This design comes from an exercise in tuning for small area on the open sky130 flow, not from production work. Function was checked by simulation only, so behaviour that the tests miss may differ from the original.

==> flow/design.v (outline; a module is shown in full before it is edited, if it fits) <==
// module twiddle_mod: 114 lines
// module booth_enc: 16 lines
// module mult_r22sdf: 49 lines
// module cmul_r22sdf: 1523 lines
// module bf2i: 48 lines
// module rca: 17 lines
// module bf2ii: 54 lines
// module r22sdf_4pt: 42 lines
// module r22sdf_mod: 63 lines
// module r22sdf_64pt: 80 lines
module r22sdf_64pt#(
	parameter data_resolution	= 16,
	parameter fft_length		= 64
)(
	input								sys_clk,
	input								sys_nrst,
	input								sys_en,
	input	[data_resolution-1 : 0]		din_r,
	input	[data_resolution-1 : 0]		din_i,
	output	[data_resolution-1 : 0]		dout_r,
	output	[data_resolution-1 : 0]		dout_i
);
  // ...
==> flow/run.sh <==
#!/bin/bash
# synth_recipe.tcl (not shown) runs the flow's synth.tcl, then flattens the netlist and writes it again
# the make line also repeats each setting of config.mk as NAME=value (left out here)
make -C /OpenROAD-flow-scripts/flow DESIGN_CONFIG=/design/flow/config.mk WORK_HOME=/design/flow/orfs CLKGATE_MAP_FILE= SYNTH_SCRIPT=/design/flow/synth_recipe.tcl finish
==> flow/config.mk <==
export PLATFORM = sky130hd
export DESIGN_NAME = r22sdf_64pt
export DESIGN_NICKNAME = r22sdf_64pt
export VERILOG_FILES = /design/flow/design.v
export SDC_FILE = /design/flow/constraint.sdc
export NUM_CORES = 4
export LEC_CHECK = 0
export CAP_MARGIN = 20
export CORE_MARGIN = 2
export CORE_UTILIZATION = 55
export CTS_BUF_LIST = sky130_fd_sc_hd__clkbuf_8
export CTS_CLUSTER_DIAMETER = 60
export CTS_CLUSTER_SIZE = 16
export SLEW_MARGIN = 20
==> flow/constraint.sdc <==
create_clock -name core_clock -period 10.0 [get_ports {sys_clk}]
set_input_delay 2.0000 -clock core_clock [delete_from_list [all_inputs] [get_ports {sys_clk}]]
set_output_delay 2.0000 -clock core_clock [all_outputs]
set_load 0.01 [all_outputs]
==> impl_metrics.json, run 1 <==
{
  "cts_made_buffers": 195,
  "ys_warn_count": 22,
  "yosysSeqAreaShare_pct": 57.2,
  "setup_viol": 0,
  "path_class": "flop to flop",
  "grt.total_usage_pct": 26.2,
  "num-nonclk-inverters": 1349,
  "buf_share_pct": 3.54,
  "synth_most_common_cell": "edfxtp_1",
  "status": "timing/DRC/antenna clean",
  "tightest_slew_ps": 1090,
  "drtAntennaViolNets": 0,
  "num_vias": 73000,
  "synth_top_area_share_pct": 57.0,
  "fin_nets": 11400,
  "synthDistinctLibCells": 102,
  "ys_ff_latch": 2601,
  "synth_area_leaders": "edfxtp_1, fa_1, ha_1, inv_1, xnor2_1",
  "cpMostUsedCell": "fa_1",
  "fmax_mhz": 103,
  "top_usage_layer": "met2",
  "totalWireLength_um": 323000,
  "ff_latch_area_um2": 78100,
  "multi_input_area_um2": 51500,
  "synth_xor_area_share_pct": 5.97,
  "use_met1_pct": 39.2,
  "slowest_stage": "ha_2",
  "synth_top_family_by_area": "adder cells",
  "die_area_um2": 252000,
  "grtUsageMet3_pct": 4.59,
  "path_clk_slew_ps": 90,
  "final_core_util_pct": 59.9,
  "synth_simple_gate_area_share_pct": 3.55,
  "worstPathMaxFanout": 12,
  "synth-edff-count": 2592,
  "die_y_um": 502
}
==> run 2, diff against run 1 <==
--- a/flow/config.mk
+++ b/flow/config.mk
@@ -10,5 +10,5 @@
 export CORE_UTILIZATION = 55
 export CTS_BUF_LIST = sky130_fd_sc_hd__clkbuf_8
 export CTS_CLUSTER_DIAMETER = 60
-export CTS_CLUSTER_SIZE = 16
+export CTS_CLUSTER_SIZE = 18
 export SLEW_MARGIN = 20
==> run 2 against run 1 <==
Still clean on timing, DRC and antenna. First-iteration DRC count is 3.6% lower. Synthesized area unchanged. Final cell count hardly changed. Largest cell class unchanged. Highest routed layer unchanged.
==> impl_metrics.json, run 2 <==
{
  "routed_via_density": 5.55,
  "synth_top_area_share_pct": 57.0,
  "async_flop_share_pct": 0.346,
  "drc": 0,
  "synth-edff-count": 2592,
  "die_area_um2": 252000,
  "synth_mux_area_share_pct": 0.893,
  "rows": 182,
  "setup_viol": 0,
  "synth_area_um2": 137000,
  "wl_met1_um": 144000,
  "grt_pass1_wl_um": 488000,
  "tightest_slew_ps": 1090,
  "synthDistinctLibCells": 102,
  "portBuffers": 66,
  "cap_violations": 0,
  "fin_cells": 13100,
  "crit_arrival_ps": 10450,
  "synth_top_family_by_area": "adder cells",
  "reg2reg_depth": 25,
  "syn_nets": 11100,
  "synth_fa_ha_area_share_pct": 21.1,
  "yosysSeqAreaShare_pct": 57.2,
  "ys_ff_latch": 2601,
  "synth_xor_area_share_pct": 5.97,
  "slew_viol_final": 0,
  "setup_slack_ps": 257,
  "hold_path_depth": 0,
  "ys_top_cells_by_count": "edfxtp_1, inv_1, fa_1, ha_1, nand2_1",
  "slew_headroom_pct": 26.7,
  "synth_most_common_cell": "edfxtp_1",
  "fp.coreArea_um2": 246000,
  "crit_path_start_kind": "flop",
  "fmax_mhz": 103,
  "highest_layer": "met5",
  "hold_viol_final": 0,
  "drive_gt1_share_pct": 9.91,
  "required_ps": 10710,
  "synth_area_per_cell_um2": 14.5,
  "path_clk_slew_ps": 100,
  "yosys.area.top_type": "edfxtp_1",
  "worstPathMaxFanout": 43,
  "num_vias": 72800,
  "fp.dieW_um": 502,
  "ioPinCount": 67,
  "placed_cells": 12900,
  "grt_max_degree": 198,
  "synth_simple_gate_area_share_pct": 3.55,
  "drtPass1Iterations": 8,
  "final_common_cell": "edfxtp_1",
  "grt_antenna_before_repair": 15,
  "path_class": "flop to flop",
  "synth_compound_area_share_pct": 6.05,
  "drtAntennaViolNets": 0,
  "grt_overflow": 0,
  "pre_cts_slack_ps": 231,
  "wl_per_cell_um": 24.6,
  "clock_latency_ps": 980,
  "grt.total_usage_pct": 26.2,
  "reg.largest.list": "r22sdf_mod_s2.r22sdf_4pt_inst0.bf2i_inst_s0.delay_i x512, r22sdf_mod_s2.r22sdf_4pt_inst0.bf2i_inst_s0.delay_r x512",
  "synth_area_leaders": "edfxtp_1, fa_1, ha_1, inv_1, xnor2_1",
  "drt_iter0_markers": 6819,
  "start_util_pct": 55.4,
  "die_y_um": 502,
  "wl_met3_um": 22200,
  "finClkSkew_ps": 66.5,
  "synthToLayoutAreaGrowth_pct": 7.86,
  "htreeDepth": 4,
  "totalNegativeSetupSlack_ps": 0,
  "cts.sinks": 2601,
  "cts_tree": "done",
  "period_share_pct": 97.4,
  "cts_root_buf": "clkbuf_8",
  "hpwl_um": 242000,
  "cts_made_buffers": 179,
  "endpoint_kind": "flop",
  "hp-class": "flop to flop",
  "status": "timing/DRC/antenna clean",
  "routed-wl-met2_um": 147000,
  "fin_nets": 11400,
  "synth_ff_type": "edfxtp_1",
  "clockBufferDepth": 3,
  "fin_crit_ps": 9740,
  "mostFrequentLayoutCells": "edfxtp_1, inv_1, fa_1, ha_1, buf_4",
  "fin_hold_ws_ps": 395,
  "ys_warn_count": 22,
  "synthCells": 9388,
  "gp_congestion": 0.984,
  "first_global_vias": 75100,
  "totalWireLength_um": 323000
}
[run 2: what timing repair did]
action / CTS / global route
hold buffers: 0 / 0
setup buffers: 0 / 0
setup endpoints to repair: 0 / 10
resized for setup: 0 / 7
[run 2: logic make-up after synthesis]
group | Yosys count
flip-flops | 2601
buffers and inverters | 1806
adder cells (fa/ha/maj) | 1653
AO/OA/AOI/OAI | 1223
AND/OR/NAND/NOR | 1075
XOR/XNOR | 921
multiplexers | 109
[run 2: stage by stage]
step	utilization (%)	area (um^2)
2_1_floorplan	-	137000
3_3_place_gp	58.4	144000
3_5_place_dp	58.4	144000
4_1_cts	59.7	147000
5_1_grt	59.8	147000
6_report	59.8	147000
[run 2: critical path, cell delays in order (launching register included)]
cell	delay (ps)
dfrtp_4	630
buf_12	240
nor2_1	550
nand2_1	250
xnor2_2	380
nand2_1	390
mux2_1	450
ha_1	200
ha_1	200
fa_1	450
fa_1	440
fa_1	430
fa_1	420
fa_1	420
fa_1	430
fa_1	420
fa_1	450
fa_1	430
fa_1	460
fa_1	460
fa_1	440
fa_1	390
inv_1	80
fa_1	190
xor2_1	180
xnor2_1	90
[run 2: layout make-up]
type	instances	area, um^2
flip-flops and latches	2601	78100
clock inverters	59	707
diodes	13	32.5
clock buffers	180	2480
fillers	19200	99100
well taps	3312	4140
repair buffers	625	5220
inverters	1349	5060
multi-input cells	4981	51500
[run 2: worst paths after layout]
path / startpoint / end / slack, ps
worst min register to register: flop / flop / 390
worst max-delay path: phase[3] / flop / 260
min in group asynchronous: sys_nrst / phase[1] / 1390
max in group asynchronous: sys_nrst / phase[5] / 8220
worst min-delay path: flop / flop / 390
worst max register to register: phase[3] / flop / 260
[run 2: per-layer routing]
| layer | track usage [%] | vias to the layer above |
|---|---|---|
| met5 | 0 | - |
| met4 | 7.33 | 6 |
| met3 | 5.19 | 422 |
| met2 | 40.0 | 2159 |
| met1 | 38.6 | 37500 |
| li1 | - | 32700 |
==> run 3, diff against run 2 <==
--- a/flow/config.mk
+++ b/flow/config.mk
@@ -10,5 +10,5 @@
 export CORE_UTILIZATION = 55
 export CTS_BUF_LIST = sky130_fd_sc_hd__clkbuf_8
 export CTS_CLUSTER_DIAMETER = 60
-export CTS_CLUSTER_SIZE = 18
+export CTS_CLUSTER_SIZE = 20
 export SLEW_MARGIN = 20
==> run 3 against run 2 <==
Still clean on timing, DRC and antenna. Synthesized area did not move. Setup slack improved by 99 ps. Clock-buffer cell count fell by 12. Non-clock buffer count did not move.
==> impl_metrics.json, run 3 <==
{
  "hold_buffers": 0,
  "gp_congestion": 0.984,
  "cts_root_buf": "clkbuf_8",
  "synth_compound_area_share_pct": 6.05,
  "slowest_stage": "dfrtp_4",
  "synth_most_common_cell": "edfxtp_1",
  "setup_slack_ps": 356,
  "cts_setup_buffers": 0,
  "htreeDepth": 4,
  "num_vias": 72700,
  "synth_top_area_share_pct": 57.0,
  "async_flop_share_pct": 0.346,
  "start_util_pct": 55.4,
  "synth_xor_area_share_pct": 5.97,
  "slew_headroom_pct": 27.9,
  "post_cts_resized": 0,
  "synth_area_per_cell_um2": 14.5,
  "drtAntennaViolNets": 0,
  "synth_area_um2": 137000,
  "clock_latency_ps": 1010,
  "path_class": "flop to flop",
  "hold_viol_final": 0,
  "yosysSeqAreaShare_pct": 57.2,
  "fin_crit_ps": 9640,
  "synth-edff-count": 2592,
  "ys_top_cells_by_count": "edfxtp_1, inv_1, fa_1, ha_1, nand2_1",
  "fp.coreArea_um2": 246000,
  "crit_arrival_ps": 10340,
  "cp.buffers_inverters": 2,
  "rows": 182,
  "synthToLayoutAreaGrowth_pct": 7.91,
  "fin_hold_ws_ps": 368,
  "endpoint_kind": "flop",
  "crit_path_start_kind": "flop",
  "clockBufferDepth": 3,
  "fin_nets": 11400,
  "grt.total_usage_pct": 26.2,
  "reg.largest.list": "r22sdf_mod_s2.r22sdf_4pt_inst0.bf2i_inst_s0.delay_i x512, r22sdf_mod_s2.r22sdf_4pt_inst0.bf2i_inst_s0.delay_r x512",
  "mostFrequentLayoutCells": "edfxtp_1, inv_1, fa_1, ha_1, buf_4",
  "tightest_slew_ps": 1080,
  "worstPathMaxFanout": 43,
  "fp.dieW_um": 502,
  "drive_gt1_share_pct": 9.89,
  "synth_mux_area_share_pct": 0.893,
  "grt_antenna_before_repair": 13,
  "required_ps": 10700,
  "drtPass1Iterations": 6,
  "first_global_vias": 75000,
  "portBuffers": 66,
  "ys_warn_count": 22,
  "drt_iter0_markers": 7138,
  "ioPinCount": 67,
  "drc": 0,
  "yosys.area.top_type": "edfxtp_1",
  "crit_family": "adder cells",
  "synth_ff_type": "edfxtp_1",
  "hp-class": "flop to flop",
  "synthCells": 9388,
  "totalWireLength_um": 323000,
  "finClkSkew_ps": 131,
  "cts_tree": "done",
  "routed_via_density": 5.54,
  "hpwl_um": 242000,
  "fmax_mhz": 104,
  "cts.sinks": 2601,
  "synth_top_family_by_area": "adder cells",
  "cpMostUsedCell": "fa_1",
  "syn_nets": 11100,
  "critPathMaxStageDelay_ps": 620,
  "cts_made_buffers": 168,
  "period_share_pct": 96.4,
  "setup_viol": 0,
  "synth_simple_gate_area_share_pct": 3.55,
  "synth_fa_ha_area_share_pct": 21.1,
  "path_clk_slew_ps": 110,
  "grt_overflow": 0,
  "synthDistinctLibCells": 102,
  "grt_pass1_wl_um": 487000,
  "slew_viol_final": 0,
  "die_y_um": 502,
  "cap_violations": 0,
  "die_area_um2": 252000,
  "wl_per_cell_um": 24.6,
  "pre_cts_slack_ps": 231,
  "ys_ff_latch": 2601,
  "status": "timing/DRC/antenna clean",
  "grt_max_degree": 198,
  "final_common_cell": "edfxtp_1",
  "synth_area_leaders": "edfxtp_1, fa_1, ha_1, inv_1, xnor2_1"
}
[run 3: cell count changes in the layout (fill, tap and decap cells not counted), moves of 3 or more]
cell        delta
clkbuf_8      -12
bufinv_16      +6
inv_6          +5
clkinvlp_4     +4
clkinv_2       -3
diode_2        -3
inv_16         +3
[run 3: kinds of logic (layout without fill, tap and decap cells)]
family,count (synthesis),after routing
flops,2601,2601
buf+inv,1806,2214
fa+ha+maj,1653,1653
compound gates,1223,1223
simple gates,1075,1075
xor+xnor,921,921
mux,109,109
other cells,0,10
[run 3: worst paths after layout]
check | from | end | slack (ps) | cells after the start
min in group asynchronous | sys_nrst | phase[4] | 1420 | 1
worst max-delay path | phase[3] | flop | 360 | 25
worst min-delay path | flop | flop | 370 | 0
max in group asynchronous | sys_nrst | phase[3] | 8230 | 1
worst min register to register | flop | flop | 370 | 0
worst max register to register | phase[3] | flop | 360 | 25
[run 3: worst reg2reg max path, delay by kind of cell (launching register included)]
| kind | cells | cell delay (ps) |
|---|---|---|
| xor+xnor | 3 | 650 |
| fa+ha+maj | 16 | 6230 |
| buf+inv | 2 | 330 |
| flops | 1 | 620 |
| mux | 1 | 450 |
| simple gates | 3 | 1150 |
[run 3: routing by layer]
layer  vias to the layer above  routed length, um  GRT usage (%)
li1                      32600                  -              -
met1                     37500             145000           38.9
met2                      2109             148000           40.2
met3                       404              21000           4.59
met4                         2               9090           6.98
met5                         -                 13              0
[run 3: layout make-up]
class	instances	area (um^2)
fill	19200	99100
inverter	1349	5060
timing repair buffer	625	5220
clock inverter	72	951
sequential	2601	78100
tap	3312	4140
multi-input combinational	4981	51500
clock buffer	168	2310
antenna	10	25.0
[run 3: per-stage QoR]
stage | cell area, um^2 | instances | setup TNS, ps | utilization (%)
after floorplan | 137000 | 9388 | - | -
after global placement | 144000 | 12900 | 0 | 58.4
after detailed placement | 144000 | 12900 | 0 | 58.4
after CTS | 147000 | 13100 | 0 | 59.8
after global routing | 147000 | 13100 | -25.2 | 59.8
final | 147000 | 13100 | 0 | 59.8
==> run 4, diff against run 3 <==
--- a/flow/config.mk
+++ b/flow/config.mk
@@ -7,8 +7,8 @@
 export LEC_CHECK = 0
 export CAP_MARGIN = 20
 export CORE_MARGIN = 2
-export CORE_UTILIZATION = 55
+export CORE_UTILIZATION = 50
 export CTS_BUF_LIST = sky130_fd_sc_hd__clkbuf_8
 export CTS_CLUSTER_DIAMETER = 60
-export CTS_CLUSTER_SIZE = 20
+export CTS_CLUSTER_SIZE = 18
 export SLEW_MARGIN = 20
==> run 4 against run 3 <==
Setup slack improved by 86 ps. Largest cell class unchanged. Worst hold slack got worse by 55 ps. Still clean on timing, DRC and antenna. Design area grew 0.51%. Highest routed layer is now met4. Die area increased by 9.9%. Synthesized area unchanged. Core utilization is 5.2 points lower. Register-to-register slack better by 90 ps. Via count increased by 0.21%. Critical path depth increased by 9. Sequential cell count unchanged.
==> impl_metrics.json, run 4 <==
{
  "cts_tree": "done",
  "crit_arrival_ps": 10320,
  "reg.largest.list": "r22sdf_mod_s2.r22sdf_4pt_inst0.bf2i_inst_s0.delay_i x512, r22sdf_mod_s2.r22sdf_4pt_inst0.bf2i_inst_s0.delay_r x512",
  "totalNegativeSetupSlack_ps": 0,
  "cts_root_buf": "clkbuf_8",
  "rows": 191,
  "grt_antenna_before_repair": 18,
  "synth_area_leaders": "edfxtp_1, fa_1, ha_1, inv_1, xnor2_1",
  "portBuffers": 66,
  "required_ps": 10760,
  "drt_iter0_markers": 6961,
  "cpMostUsedCell": "fa_1",
  "syn_nets": 11100,
  "cts_setup_buffers": 0,
  "fin_crit_ps": 9560,
  "synth-edff-count": 2592,
  "yosys.area.top_type": "edfxtp_1",
  "hpwl_um": 246000,
  "drc": 0,
  "hp-class": "flop to flop",
  "ys_top_cells_by_count": "edfxtp_1, inv_1, fa_1, ha_1, nand2_1",
  "fp.coreArea_um2": 271000,
  "synthDistinctLibCells": 102,
  "drive_gt1_share_pct": 10.5,
  "slowest_stage": "fa_1",
  "totalWireLength_um": 331000,
  "htreeDepth": 4,
  "synth_top_area_share_pct": 57.0,
  "grt_max_degree": 214,
  "slew_headroom_pct": 28.0,
  "r2r_setup_slack_ps": 440,
  "grt_overflow": 0,
  "synth_area_um2": 137000,
  "hold_viol_final": 0,
  "first_global_vias": 75600,
  "routed_via_density": 5.42,
  "die_y_um": 527,
  "fin_nets": 11500,
  "fin_hold_ws_ps": 313,
  "setup_viol": 0,
  "cts_made_buffers": 186,
  "rsz0062_at_grt": "false",
  "cap_violations": 0,
  "status": "timing/DRC/antenna clean",
  "synth_area_per_cell_um2": 14.5,
  "critPathMaxStageDelay_ps": 580,
  "gp_congestion": 0.961,
  "synthCells": 9388,
  "ys_ff_latch": 2601,
  "tightest_slew_ps": 1080,
  "synth_ff_type": "edfxtp_1",
  "clockBufferDepth": 4,
  "endpoint_kind": "flop",
  "finClkSkew_ps": 157,
  "final_core_util_pct": 54.6,
  "path_clk_slew_ps": 110,
  "yosysSeqAreaShare_pct": 57.2,
  "start_util_pct": 50.3,
  "final_common_cell": "edfxtp_1",
  "wl_per_cell_um": 24.6,
  "synth_most_common_cell": "edfxtp_1",
  "grt_pass1_wl_um": 496000,
  "path_class": "flop to flop",
  "period_share_pct": 95.6,
  "synthToLayoutAreaGrowth_pct": 8.47,
  "die_area_um2": 277000,
  "async_flop_share_pct": 0.346,
  "num_vias": 72800,
  "fmax_mhz": 105,
  "grt.total_usage_pct": 24.1,
  "clock_latency_ps": 1020,
  "ioPinCount": 67,
  "drtAntennaViolNets": 0,
  "ys_warn_count": 22,
  "hold_buffers": 0,
  "cts.sinks": 2601,
  "slew_viol_final": 0,
  "drtPass1Iterations": 8,
  "worstPathMaxFanout": 13,
  "mostFrequentLayoutCells": "edfxtp_1, inv_1, fa_1, buf_4, ha_1",
  "fp.dieW_um": 527,
  "crit_path_start_kind": "flop"
}
## run 4: worst paths after layout
check / from / endpoint / cells after the start
setup / recovery: flop / flop / 34
hold / removal: flop / flop / 0
setup reg to reg: flop / flop / 34
hold reg to reg: flop / flop / 0
max in group asynchronous: sys_nrst / phase[5] / 1
min in group asynchronous: sys_nrst / phase[2] / 1
## run 4: area by class of cell
cell class	instances	area (um^2)
fillers	22100	123000
clock buffers	187	2570
well taps	3570	4470
clock inverters	71	709
repair buffers	669	5660
multi-input cells	4981	51500
diodes	5	12.5
inverters	1349	5060
flip-flops and latches	2601	78100
## run 4: repair_timing
action | 4_1_cts | 5_1_grt
hold endpoints to repair | 0 | 0
resized for setup | 0 | 8
endpoints found under the setup margin | 0 | 7
## run 4: logic make-up after synthesis
family	share of synthesized area, %
buffers and inverters	5.22
adders and majority gates	21.1
AOI/OAI and AO/OA	6.05
DFF	57.2
muxes	0.893
and+or+nand+nor	3.55
xor gates and xnor gates	5.97
## run 4: routing by layer
metal / part of all wire [%] / GRT usage [%]
met5: 0 / 0
met4: 3.7 / 8.12
met3: 5.2 / 2.81
met2: 46 / 37.5
met1: 45 / 35.6
## run 4: per-stage QoR
step / cells / cell area [um^2] / setup slack (ps)
floorplan: 9388 / 137000 / -10400
global placement: 13200 / 145000 / 193
detailed placement: 13200 / 145000 / 120
CTS: 13400 / 148000 / 179
global route: 13400 / 148000 / 14.1
finish: 13400 / 148000 / 442
## run 4: critical path: cells and delay by family, from the launching register on
kind                     cells  cell delay (ps)
XOR/XNOR                     3              430
flip-flops                   1              440
AO/OA/AOI/OAI               11             2590
buffers and inverters        5              570
AND/OR/NAND/NOR              4              810
adder cells (fa/ha/maj)     11             4440

==> re-timing with driven ports <==
No port has a modelled driver above. Below, the same layouts with a new extraction and two added sets of constraints. Step 1 sets driving cells, clkbuf_16 on the clock port and buf_2 on the other inputs (assumed; they add their load-dependent delay and slew). Step 2 also shifts input and output timing later by t, the mid clock arrival at the registers, as if the neighbouring blocks saw the same clock. Slacks: ideal ports / drivers / drivers and shift; pairs: ideal ports / drivers.
run	t, ns	setup WS [ns]	hold slack, ns	latest minus earliest clock arrival (ns)	worst data-port slew with drivers (ns)
run 1	1.023	0.329 / 0.329 / 0.329	0.282 / 0.282 / 0.282	0.162 / 0.162	0.20
run 2	1.030	0.257 / 0.257 / 0.257	0.395 / 0.395 / 0.395	0.085 / 0.085	0.20
run 3	1.034	0.356 / 0.356 / 0.356	0.368 / 0.368 / 0.368	0.131 / 0.131	0.20
run 4	1.049	0.442 / 0.442 / 0.442	0.313 / 0.313 / 0.313	0.173 / 0.173	0.15
After both steps every run listed still meets setup and hold.
